Context: an optimization exercise on an open-source flow, tuned for small area, a short achievable clock period and few clock cycles. The choices shown serve that exercise and are no tape-out recipe. Only simulation tests tie the RTL to the original design; equivalence was not proved.

==> flow/design.v (outline; a module is shown in full before it is edited, if it fits) <==
// module Milestone1: 972 lines
module Milestone1 (
	input  logic        Clock,
	input  logic        Resetn,
	input  logic        Enable,
	output logic [17:0] SRAM_address,
	input  logic [15:0] SRAM_read_data,
	output logic [15:0] SRAM_write_data,
	output logic        SRAM_we_n
);
  // ...
==> flow/run.sh <==
#!/bin/bash
# synth_recipe.tcl (not shown) runs the flow's synth.tcl, then flattens the netlist and writes it again
# the make line also repeats each setting of config.mk as NAME=value (left out here)
make -C /OpenROAD-flow-scripts/flow DESIGN_CONFIG=/design/flow/config.mk WORK_HOME=/design/flow/orfs CLKGATE_MAP_FILE= SYNTH_SCRIPT=/design/flow/synth_recipe.tcl finish
==> flow/config.mk <==
export PLATFORM = sky130hd
export DESIGN_NAME = Milestone1
export DESIGN_NICKNAME = Milestone1
export VERILOG_FILES = /design/flow/design.v
export SDC_FILE = /design/flow/constraint.sdc
export NUM_CORES = 4
export LEC_CHECK = 0
export CAP_MARGIN = 20
export CORE_MARGIN = 2
export CORE_UTILIZATION = 40
export PLACE_DENSITY = 0.6
export SETUP_SLACK_MARGIN = 5
export SLEW_MARGIN = 20
==> flow/constraint.sdc <==
create_clock -name core_clock -period 12.0 [get_ports {Clock}]
set_input_delay 2.4000 -clock core_clock [delete_from_list [all_inputs] [get_ports {Clock}]]
set_output_delay 2.4000 -clock core_clock [all_outputs]
set_load 0.01 [all_outputs]
==> flow_results.org, run 1 <==
** Layout
- Multi-input combinational cell area :: 0.01408 mm²
- At the end of the flow the core is filled with cells to 45.29%.
- Of all the cell area in the finished design, the clock network holds 5.353%.

** Worst setup path
- At the worst endpoint, the arrival time is 5.55 ns.
- The critical path ends at pv[7].
- Worst path depth :: 19
- The signal on the critical path passes through ha_1, inv_1, fa_1, inv_1, fa_1, inv_1, fa_1, inv_1, fa_1, ha_1, or2_2, a221oi_1, o21ai_0, nand2_1, o21ai_0, o21ai_0, nor2b_1, xnor2_1, mux2_2.
- Startpoint types :: flip-flop
- Critical register-to-register path endpoint :: pv[7]
- Critical path type :: reg2reg
- Endpoint type of the worst setup path :: flip-flop
- For the worst setup path, the data required time is 12.45 ns.
- Tracing the worst setup path back leads to its startpoint at s1[5].
- The critical path contains buffers and inverters numbering 4 combined.

** Route
- Top routing layer in use :: met4
- The routed design uses 27,830 µm of met2 wire.
- In the final routed layout, each cell accounts on average for 17.93 µm.

** Synth
- Of the total synthesized cell area, the portion taken by XOR and XNOR cells is 2.924%.
- The synthesized netlist occupies a cell area of 0.02546 mm².

** Min path
- The worst hold path belongs to the class reg2reg.

** Floorplanning
- 54 I/O pins were placed.
- In this run the horizontal extent of the chip is 256.3 µm.

** Clock network
- The number of hold buffers added after CTS was 0.
- TritonCTS Buffers :: 44
- CTS saw 386 sinks.

** STA
- Count of pins over their slew limit :: 0
- Clock skew on the completed layout was measured at 0.02523 ns.

** Global route
- For this run, the total global-route usage over all layers was measured as 18.45%.
- Most crowded layer after global routing :: met2

** Run status
- The run finished with no timing, DRC or antenna violations.

** Place
- Placed wire-length estimate :: 45,380 µm
Testbench counts, summed over its fixed seeds: cycles 1,543,760.
==> run 2: changes to the inputs <==
--- a/flow/design.v
+++ b/flow/design.v
@@ -11,17 +11,16 @@
 );
 localparam [17:0] U_BASE   = 18'd38400;
 localparam [17:0] V_BASE   = 18'd57600;
 localparam [17:0] RGB_BASE = 18'd146944;
 logic       busy, first;
 logic [7:0] col;
 logic [3:0] ph;
 logic [15:0] p;    
-logic [14:0] q;    
 logic [17:0] wa;   
 logic [7:0] wU [0:5];
 logic [7:0] wV [0:5];
 logic [7:0] hU, vh1, vh2;
 logic [15:0] Yh;
 logic signed [8:0] FU;
 logic [7:0] B0h, G1h, B1h;
 wire [7:0] rd_hi = SRAM_read_data[15:8];
@@ -860,24 +859,26 @@
 function automatic [7:0] clampc(input [10:0] x);
 	clampc = x[10] ? 8'd0 : (|x[9:8]) ? 8'd255 : x[7:0];
 endfunction
 wire [7:0] Ro = Nv ? 8'd0 : clampc(XR);
 wire [7:0] Go = (Nu | Nv) ? 8'd0 : clampc(XG);
 wire [7:0] Bo = Nu ? 8'd0 : clampc(XB);
 wire c159   = (col == 8'd159);
 wire ceven  = ~col[0];
-wire last_ph = c159 ? (ph == 4'd8) : (ph == 4'd4);
+wire last_ph = c159 ? (ph == 4'd9) : (ph == 4'd4);
 wire [7:0] ncol = last_ph ? (c159 ? 8'd0 : col + 8'd1) : col;
 wire [3:0] nph  = last_ph ? 4'd0 : ph + 4'd1;
 wire nc159 = (ncol == 8'd159);
 wire nwrite = (nph == 4'd0) | (nph == 4'd1) | (nph == 4'd4);
-wire nreadY = (nph == 4'd3 & ~nc159) | (nph == 4'd7);
-wire nreadU = (nph == 4'd2 & ~ncol[0] & ncol <= 8'd154) | (nph == 4'd3 & nc159) | (nph == 4'd6);
-wire nreadV = (nph == 4'd2 & (nc159 | (ncol[0] & ncol <= 8'd153))) | (nph == 4'd5) | (nph == 4'd8);
+wire nreadY = (nph == 4'd3 & ~nc159) | (nph == 4'd8);
+wire nreadU = (nph == 4'd2 & (nc159 | ~ncol[0] & ncol <= 8'd154)) | (nph == 4'd6);
+wire nreadV = (nph == 4'd3 & nc159) | (nph == 4'd2 & ncol[0] & ncol <= 8'd153) | (nph == 4'd7) | (nph == 4'd9);
+wire [1:0] uvoff = (nc159 & (nph == 4'd2 | nph == 4'd3)) ? 2'd0 : (nph == 4'd6 | nph == 4'd7) ? 2'd1 : 2'd2;
+wire [17:0] uvaddr = (nreadU ? U_BASE : V_BASE) + {16'd0, uvoff} + {3'd0, p[15:1]};
 always_ff @(posedge Clock or negedge Resetn) begin
 	if (~Resetn) begin
 		busy <= 1'b0;
 		SRAM_we_n <= 1'b1;
 	end else begin
 		if (~busy) begin
 			SRAM_we_n <= 1'b1;
 			if (Enable) busy <= 1'b1;
@@ -890,85 +891,79 @@
 		end
 	end
 end
 always_ff @(posedge Clock) begin
 	if (~busy) begin
 		col <= 8'd159;
 		ph <= 4'd2;
 		p <= 16'd0;
-		q <= 15'd0;
 		wa <= RGB_BASE - 18'd3;
 		first <= 1'b1;
 		selV <= 1'b0;
-		SRAM_address <= V_BASE;
+		SRAM_address <= U_BASE;
 	end else begin
 		col <= ncol;
 		ph <= nph;
 		selV <= (nph == 4'd1);
 		if (ph == 4'd0 & col == 8'd0) first <= 1'b0;
 		if (nwrite) begin
 			SRAM_address <= wa;
 			wa <= wa + 18'd1;
 		end else if (nreadY) begin
 			SRAM_address <= {2'b00, p};
 			p <= p + 16'd1;
-		end else if (nreadU) begin
-			SRAM_address <= U_BASE + q;
-			q <= q + 15'd1;
-		end else if (nreadV) begin
-			SRAM_address <= V_BASE + q;
+		end else begin
+			SRAM_address <= uvaddr;    
 		end
 	end
 end
 wire cle153 = (col <= 8'd153);
 wire cle154 = (col <= 8'd154);
 wire cle155 = (col <= 8'd155);
-wire [7:0] srcU = (ceven & cle154) ? rd_hi : (cle155 ? hU : wU[5]);
-wire [7:0] srcV = cle155 ? vh1 : wV[5];
+wire c0 = (col == 8'd0);
+wire rsU = c159 & (ph >= 4'd4);
+wire rsV = c159 & (ph >= 4'd5) | c0 & (ph == 4'd0);
+wire shU = (ph == 4'd4) | rsU;
+wire shV = (ph == 4'd4) & ~c159 | rsV;
+wire uhi  = rsU ? (ph == 4'd4 | ph == 4'd8) : (ceven & cle154);
+wire urep = rsU ? (ph == 4'd5 | ph == 4'd6) : ~cle155;
+wire vhi  = rsV & (ph == 4'd5 | ph == 4'd9);
+wire vrep = rsV ? (ph == 4'd6 | ph == 4'd7) : ~cle155;
+wire [7:0] srcU = uhi ? rd_hi : (urep ? wU[5] : hU);
+wire [7:0] srcV = vhi ? rd_hi : (vrep ? wV[5] : vh1);
+always_ff @(posedge Clock) begin
+	if (shU) begin
+		wU[0] <= wU[1]; wU[1] <= wU[2]; wU[2] <= wU[3]; wU[3] <= wU[4]; wU[4] <= wU[5]; wU[5] <= srcU;
+		if (uhi) hU <= rd_lo;
+	end
+	if (shV) begin
+		wV[0] <= wV[1]; wV[1] <= wV[2]; wV[2] <= wV[3]; wV[3] <= wV[4]; wV[4] <= wV[5]; wV[5] <= srcV;
+	end
+	if ((ph == 4'd4 & ~ceven & cle153) | (c0 & ph == 4'd1)) begin
+		vh1 <= rd_hi;
+		vh2 <= rd_lo;
+	end else if (vhi) begin
+		vh1 <= rd_lo;
+	end else if (ph == 4'd4 & ceven & cle154) begin
+		vh1 <= vh2;
+	end
+end
+always_ff @(posedge Clock) begin
+	FU <= fout;
+	B0h <= Bo;
+end
 always_ff @(posedge Clock) begin
 	case (ph)
 	4'd0: begin
 		Yh <= SRAM_read_data;
 		SRAM_write_data <= {G1h, B1h};
 	end
-	4'd1: begin
-		FU <= fout;
-		if (col == 8'd0) begin
-			vh1 <= rd_hi;
-			vh2 <= rd_lo;
-		end
-	end
-	4'd3: begin
-		SRAM_write_data <= {Ro, Go};
-		B0h <= Bo;
-	end
+	4'd3: SRAM_write_data <= {Ro, Go};
 	4'd4: begin
 		SRAM_write_data <= {B0h, Ro};
 		G1h <= Go;
 		B1h <= Bo;
-		if (c159) begin
-			wV[0] <= rd_hi; wV[1] <= rd_hi; wV[2] <= rd_hi; wV[3] <= rd_lo;
-		end else begin
-			wU[0] <= wU[1]; wU[1] <= wU[2]; wU[2] <= wU[3]; wU[3] <= wU[4]; wU[4] <= wU[5]; wU[5] <= srcU;
-			if (ceven & cle154) hU <= rd_lo;
-			wV[0] <= wV[1]; wV[1] <= wV[2]; wV[2] <= wV[3]; wV[3] <= wV[4]; wV[4] <= wV[5]; wV[5] <= srcV;
-			if (~ceven & cle153) begin
-				vh1 <= rd_hi;
-				vh2 <= rd_lo;
-			end else if (ceven & cle154) begin
-				vh1 <= vh2;
-			end
-		end
-	end
-	4'd5: begin
-		wU[0] <= rd_hi; wU[1] <= rd_hi; wU[2] <= rd_hi; wU[3] <= rd_lo;
-	end
-	4'd7: begin
-		wV[4] <= rd_hi; wV[5] <= rd_lo;
-	end
-	4'd8: begin
-		wU[4] <= rd_hi; wU[5] <= rd_lo;
 	end
 	default: ;
 	endcase
 end
 endmodule
==> run 2 against run 1 <==
  * Synthesized cell count down 13%
  * Fmax shrank 4.4%
  * Non-clock buffer count decreased by 2
  * Register-to-register slack worse by 0.24 ns
  * Synthesized area decreased by 6.6%
==> flow_results.org, run 2 <==
** Global route
- All-layer global routing usage :: 18.14% (was 18.45%)
- Met1 Usage GRT :: 24.20% (was 25.33%)
- The routing layer with the top usage in global route is met2 (unchanged).
- Initial antenna violation count :: 0 (was 1)
- Wire length of the first global-routing pass :: 86,170 µm (was 95,710 µm)
- The met2 layer usage reported by global route came to 30.74% (was 30.43%).
- The via count of the first global-routing pass is 15,830 (was 17,360).
- The pin count of the biggest net entering global routing was 64 (was 58).
- The global routing usage on met3 was 2.660% (was 2.966%).
- Remaining global-route overflow :: 0 (unchanged)

** Worst setup path
- Largest fanout on the critical path :: 34 (was 3)
- The launch point of the worst path is ph[0] (was s1[5]).
- Worst EP arrival :: 5.82 ns (was 5.55 ns)
- The kind of launch point of the worst setup path was a flip-flop (unchanged).
- Req. time, crit path :: 12.48 ns (was 12.45 ns)
- The critical path class is reg2reg (unchanged).
- Startpoint of the lowest-slack register-to-register path :: ph[0] (was s1[5])
- The endpoint class of the critical path is a flip-flop (unchanged).

** Route
- The via total after detailed routing was 14,880 (was 16,670).
- The wire length per cell was 18.05 µm (was 17.93 µm).
- Drt total wl :: 53,280 µm (was 59,590 µm)
- The ratio of routed vias to standard cells is 5.044 (was 5.015).
- The DRC violation count after routing came to 0 (unchanged).
- The number of iterations in the first detailed-routing pass came to 6 (was 5).
- Number of DRC markers after the initial detailed-route iteration :: 810 (was 972)
- The count of nets left with antenna violations after detail routing came to 0 (unchanged).

** Synth
- Primary FF master, synth :: sky130_fd_sc_hd__dfxtp_1 (unchanged)
- Sequential share of the synthesized area :: 38.35% (was 37.67%)
- Biggest area consumer among synthesized cells :: sky130_fd_sc_hd__edfxtp_1 (unchanged)
- The register bit total from synthesis is 371 (was 386).
- The count of synthesis-stage warnings from yosys came to 3 (unchanged).
- Leading post-synthesis cells by instance count :: 393 x sky130_fd_sc_hd__inv_1, 244 x sky130_fd_sc_hd__fa_1, 209 x sky130_fd_sc_hd__ha_1 (was 417 x sky130_fd_sc_hd__inv_1, 287 x sky130_fd_sc_hd__nand2_1, 243 x sky130_fd_sc_hd__fa_1)
- The dominant cell by count in the synthesized netlist is sky130_fd_sc_hd__inv_1 (unchanged).
- The number of distinct library cells after synthesis was 78 (was 82).
- The mean area per synthesized cell is 11.48 µm² (was 10.69 µm²).
- Ys async rst share :: 0.5391% (was 0.5181%)
- Syn_nets :: 2,544 (was 2,850)
- The post-synthesis instance area is 0.02378 mm² (was 0.02546 mm²).
- Leading cell types by total area after synthesis: sky130_fd_sc_hd__edfxtp_1 21%, sky130_fd_sc_hd__fa_1 21%, sky130_fd_sc_hd__dfxtp_1 17% (was sky130_fd_sc_hd__edfxtp_1 22%, sky130_fd_sc_hd__fa_1 19%, sky130_fd_sc_hd__dfxtp_1 16%).
- Number of synthesized flops with an enable pin :: 168 (was 185)
- Number of instances in the synthesized netlist :: 2,072 (was 2,382)
- The fraction of synthesized cell area taken by the top area cell type came to 21.21% (was 21.82%).

** Run status
- Result of the run :: complete, no violations (unchanged)

** Layout
- Total number of nets in the final design :: 2,617 (was 2,910)
- Largest regs: wU (48), wV (48) (unchanged).
- Fraction of final layout cells sized beyond drive strength 1 :: 8.815% (was 8.111%)
- The number of cells in the finished layout apart from fillers was 2,951 (was 3,324).
- Commonest non-fill, non-tap cells in the layout :: 393 x sky130_fd_sc_hd__inv_1, 244 x sky130_fd_sc_hd__fa_1, 209 x sky130_fd_sc_hd__ha_1, 200 x sky130_fd_sc_hd__dfxtp_1, 168 x sky130_fd_sc_hd__edfxtp_1 (was 417 x sky130_fd_sc_hd__inv_1, 286 x sky130_fd_sc_hd__nand2_1, 243 x sky130_fd_sc_hd__fa_1, 206 x sky130_fd_sc_hd__ha_1, 198 x sky130_fd_sc_hd__dfxtp_1)
- The final-layout fill cell count is 5,394 (was 5,837).
- Utilization after layout :: 45.34% (was 45.29%)
- Diodes inserted :: 0 (unchanged)
- Most frequent standard cell in the layout excluding fill and tap cells :: sky130_fd_sc_hd__inv_1 (unchanged)
- Final cell area excluding filler cells :: 0.02671 mm² (was 0.02852 mm²)
- Synthesis-to-layout area growth :: 12.30% (was 12.03%)

** Job
- The max capacitance violation total is 0 (unchanged).

** Floorplanning
- The standard cell core area is 0.05891 mm² (was 0.06297 mm²).
- The horizontal die dimension was 247.8 µm (was 256.3 µm).
- Die extent in y :: 247.8 µm (was 256.3 µm)
- The die footprint is 0.06142 mm² (was 0.06568 mm²).
- The effective utilization at floorplan is 40.37% (was 40.43%).
- The number of rows in the core area was 89 (was 92).
- The I/O pin total was 54 (unchanged).

** Place
- The number of input and output port buffers inserted is 53 (unchanged).
- Placed Instance Area :: 0.02527 mm² (was 0.02698 mm²)
- The instance count after placement with tap cells included is 2,874 (was 3,241).
- The placer's final routability congestion estimate is 0.8794 (was 0.8738).
- Placed wire-length estimate :: 40,830 µm (was 45,380 µm)

** Clock network
- Total number of clock tree sinks :: 371 (was 386)
- The clock tree from TritonCTS was done (unchanged).
- Number of cells upsized or downsized after cts :: 0 (unchanged)
- Root cell of the clock tree :: sky130_fd_sc_hd__clkbuf_16 (unchanged)
- The insertion delay to the later sink of the worst-skew pair is 0.56 ns (was 0.58 ns).
- Buffer count from post-CTS setup fixing :: 0 (unchanged)
- The level count of the clock H-tree was 2 (unchanged).
- Maximum buffer depth of the clock tree :: 3 (unchanged)
- The clock transition at the registers of the reported paths came to 0.06 ns (about the same).
- TritonCTS Buffers :: 42 (was 44)
- The total of hold buffers inserted after clock tree synthesis was 0 (unchanged).

** Min path
- The launch instance of the worst min-delay path is wV[1][5] (was SRAM_address[1]).
- The path category of the worst min-delay check was reg2reg (unchanged).

** STA
- The worst setup skew after layout came to 0.01126 ns (was 0.02523 ns).
- Fmax :: 187.4 MHz (was 196.1 MHz)
- The final number of hold-violating endpoints is 0 (unchanged).
- The setup-violating endpoint count in the final report is 0 (unchanged).
- Setup repair after global routing missed its margin :: no (unchanged)
- The number of pins exceeding their max-slew limit in the final report is 0 (unchanged).
- Final TNS setup :: 0 ns (unchanged)
- Clock period minus worst slack :: 5.336 ns (was 5.100 ns)
- The portion of the clock cycle consumed by the worst path in the final layout was 44.46% (was 42.50%).
- The slew at the pin with the worst max-slew slack came to 1.013 ns (was 1.106 ns).
- The relative slew slack is 32.49% (was 26.21%).
==> run 2: final cells by class <==
class	instances	area [µm²]	area share (%)
multi-input cells	1264	13030	48.80
flip-flops and latches	371	9124	34.16
inverters	394	1479	5.538
clock buffers	49	1140	4.268
well taps	773	967.2	3.621
repair buffers	72	673.1	2.520
clock inverters	28	291.5	1.092
==> run 2: cells by family (layout without fill, tap and decap cells) <==
kind of cell	Yosys count	after routing	synth area share (%)
buffers and inverters	437	543	7.024
multiplexers	100	100	4.640
AO/OA/AOI/OAI	308	308	8.539
adder cells (fa/ha/maj)	453	453	31.54
XOR/XNOR	79	79	2.909
flip-flops	371	371	38.35
AND/OR/NAND/NOR	324	324	7.003
==> run 2: layer usage <==
metal / vias to the layer above / routed length [µm] / share of wire, %
met5: - / 0 / 0
met4: 0 / 1162 / 2.2
met3: 74 / 1935 / 3.6
met2: 237 / 26160 / 49
met1: 7492 / 24020 / 45
li1: 7081 / - / -
==> run 2: through the flow <==
stage / setup WS, ns / hold WS (ns)
6_report: 6.664 / 0.4353
5_1_grt: 6.226 / 0.4494
4_1_cts: 6.671 / 0.4413
3_5_place_dp: 6.711 / 0.4299
3_3_place_gp: 6.848 / 0.4226
2_1_floorplan: 7.180 / 0.4154
==> run 2: worst max-delay path, stage by stage, from the launching register on <==
cell	delay (ns)
sky130_fd_sc_hd__dfxtp_1	0.40
sky130_fd_sc_hd__inv_1	0.12
sky130_fd_sc_hd__ha_1	0.22
sky130_fd_sc_hd__nand3b_1	0.28
sky130_fd_sc_hd__inv_2	0.61
sky130_fd_sc_hd__o21ai_2	0.30
sky130_fd_sc_hd__or4_1	0.60
sky130_fd_sc_hd__and4bb_4	0.24
sky130_fd_sc_hd__nand4b_4	0.12
sky130_fd_sc_hd__nand2_1	0.06
sky130_fd_sc_hd__o211a_1	0.31
sky130_fd_sc_hd__inv_1	0.12
sky130_fd_sc_hd__ha_1	0.25
sky130_fd_sc_hd__and3_1	0.20
sky130_fd_sc_hd__a31oi_1	0.20
sky130_fd_sc_hd__o21ai_0	0.18
sky130_fd_sc_hd__a311oi_1	0.33
sky130_fd_sc_hd__nor2_1	0.12
sky130_fd_sc_hd__xnor2_1	0.13
sky130_fd_sc_hd__or3_1	0.30
sky130_fd_sc_hd__a21oi_1	0.14
==> run 2: final timing paths <==
path / end / slack (ns) / cells after the start
setup / recovery: SRAM_address[14] / 6.66 / 20
setup reg to reg: SRAM_address[14] / 6.66 / 20
hold reg to reg: wV[0][5] / 0.44 / 0
hold / removal: wV[0][5] / 0.44 / 0
max in group asynchronous: SRAM_we_n / 9.80 / 1
min in group asynchronous: busy / 2.00 / 1
Testbench counts of run 2, summed over its fixed seeds: cycles 1,545,688.

-- what the ideal ports hide --
In the flow no input, the clock included, has a driving cell. The finished layouts below were timed again as built, in two steps. Step 1 (the two cells are an assumption about what drives the block):
set clk [get_ports {Clock}]
set_driving_cell -lib_cell sky130_fd_sc_hd__clkbuf_16 $clk
set_driving_cell -lib_cell sky130_fd_sc_hd__buf_2 [delete_from_list [all_inputs] $clk]
Step 2, shift: input delay + t, output delay - t, t = (earliest + latest rising clock arrival at the registers) / 2. This alone moves slack from input paths to output paths. a / b / c = no drivers / after step 1 / after step 2; a / b = the first two.
run | t (ns) | setup slack, ns | slew at the worst register clock pin (ns)
run 1 | 0.633 | 6.900 / 6.900 / 6.900 | 0.06 / 0.06
run 2 | 0.615 | 6.664 / 6.664 / 6.664 | 0.07 / 0.07
After both steps setup and hold are still met in every run listed.
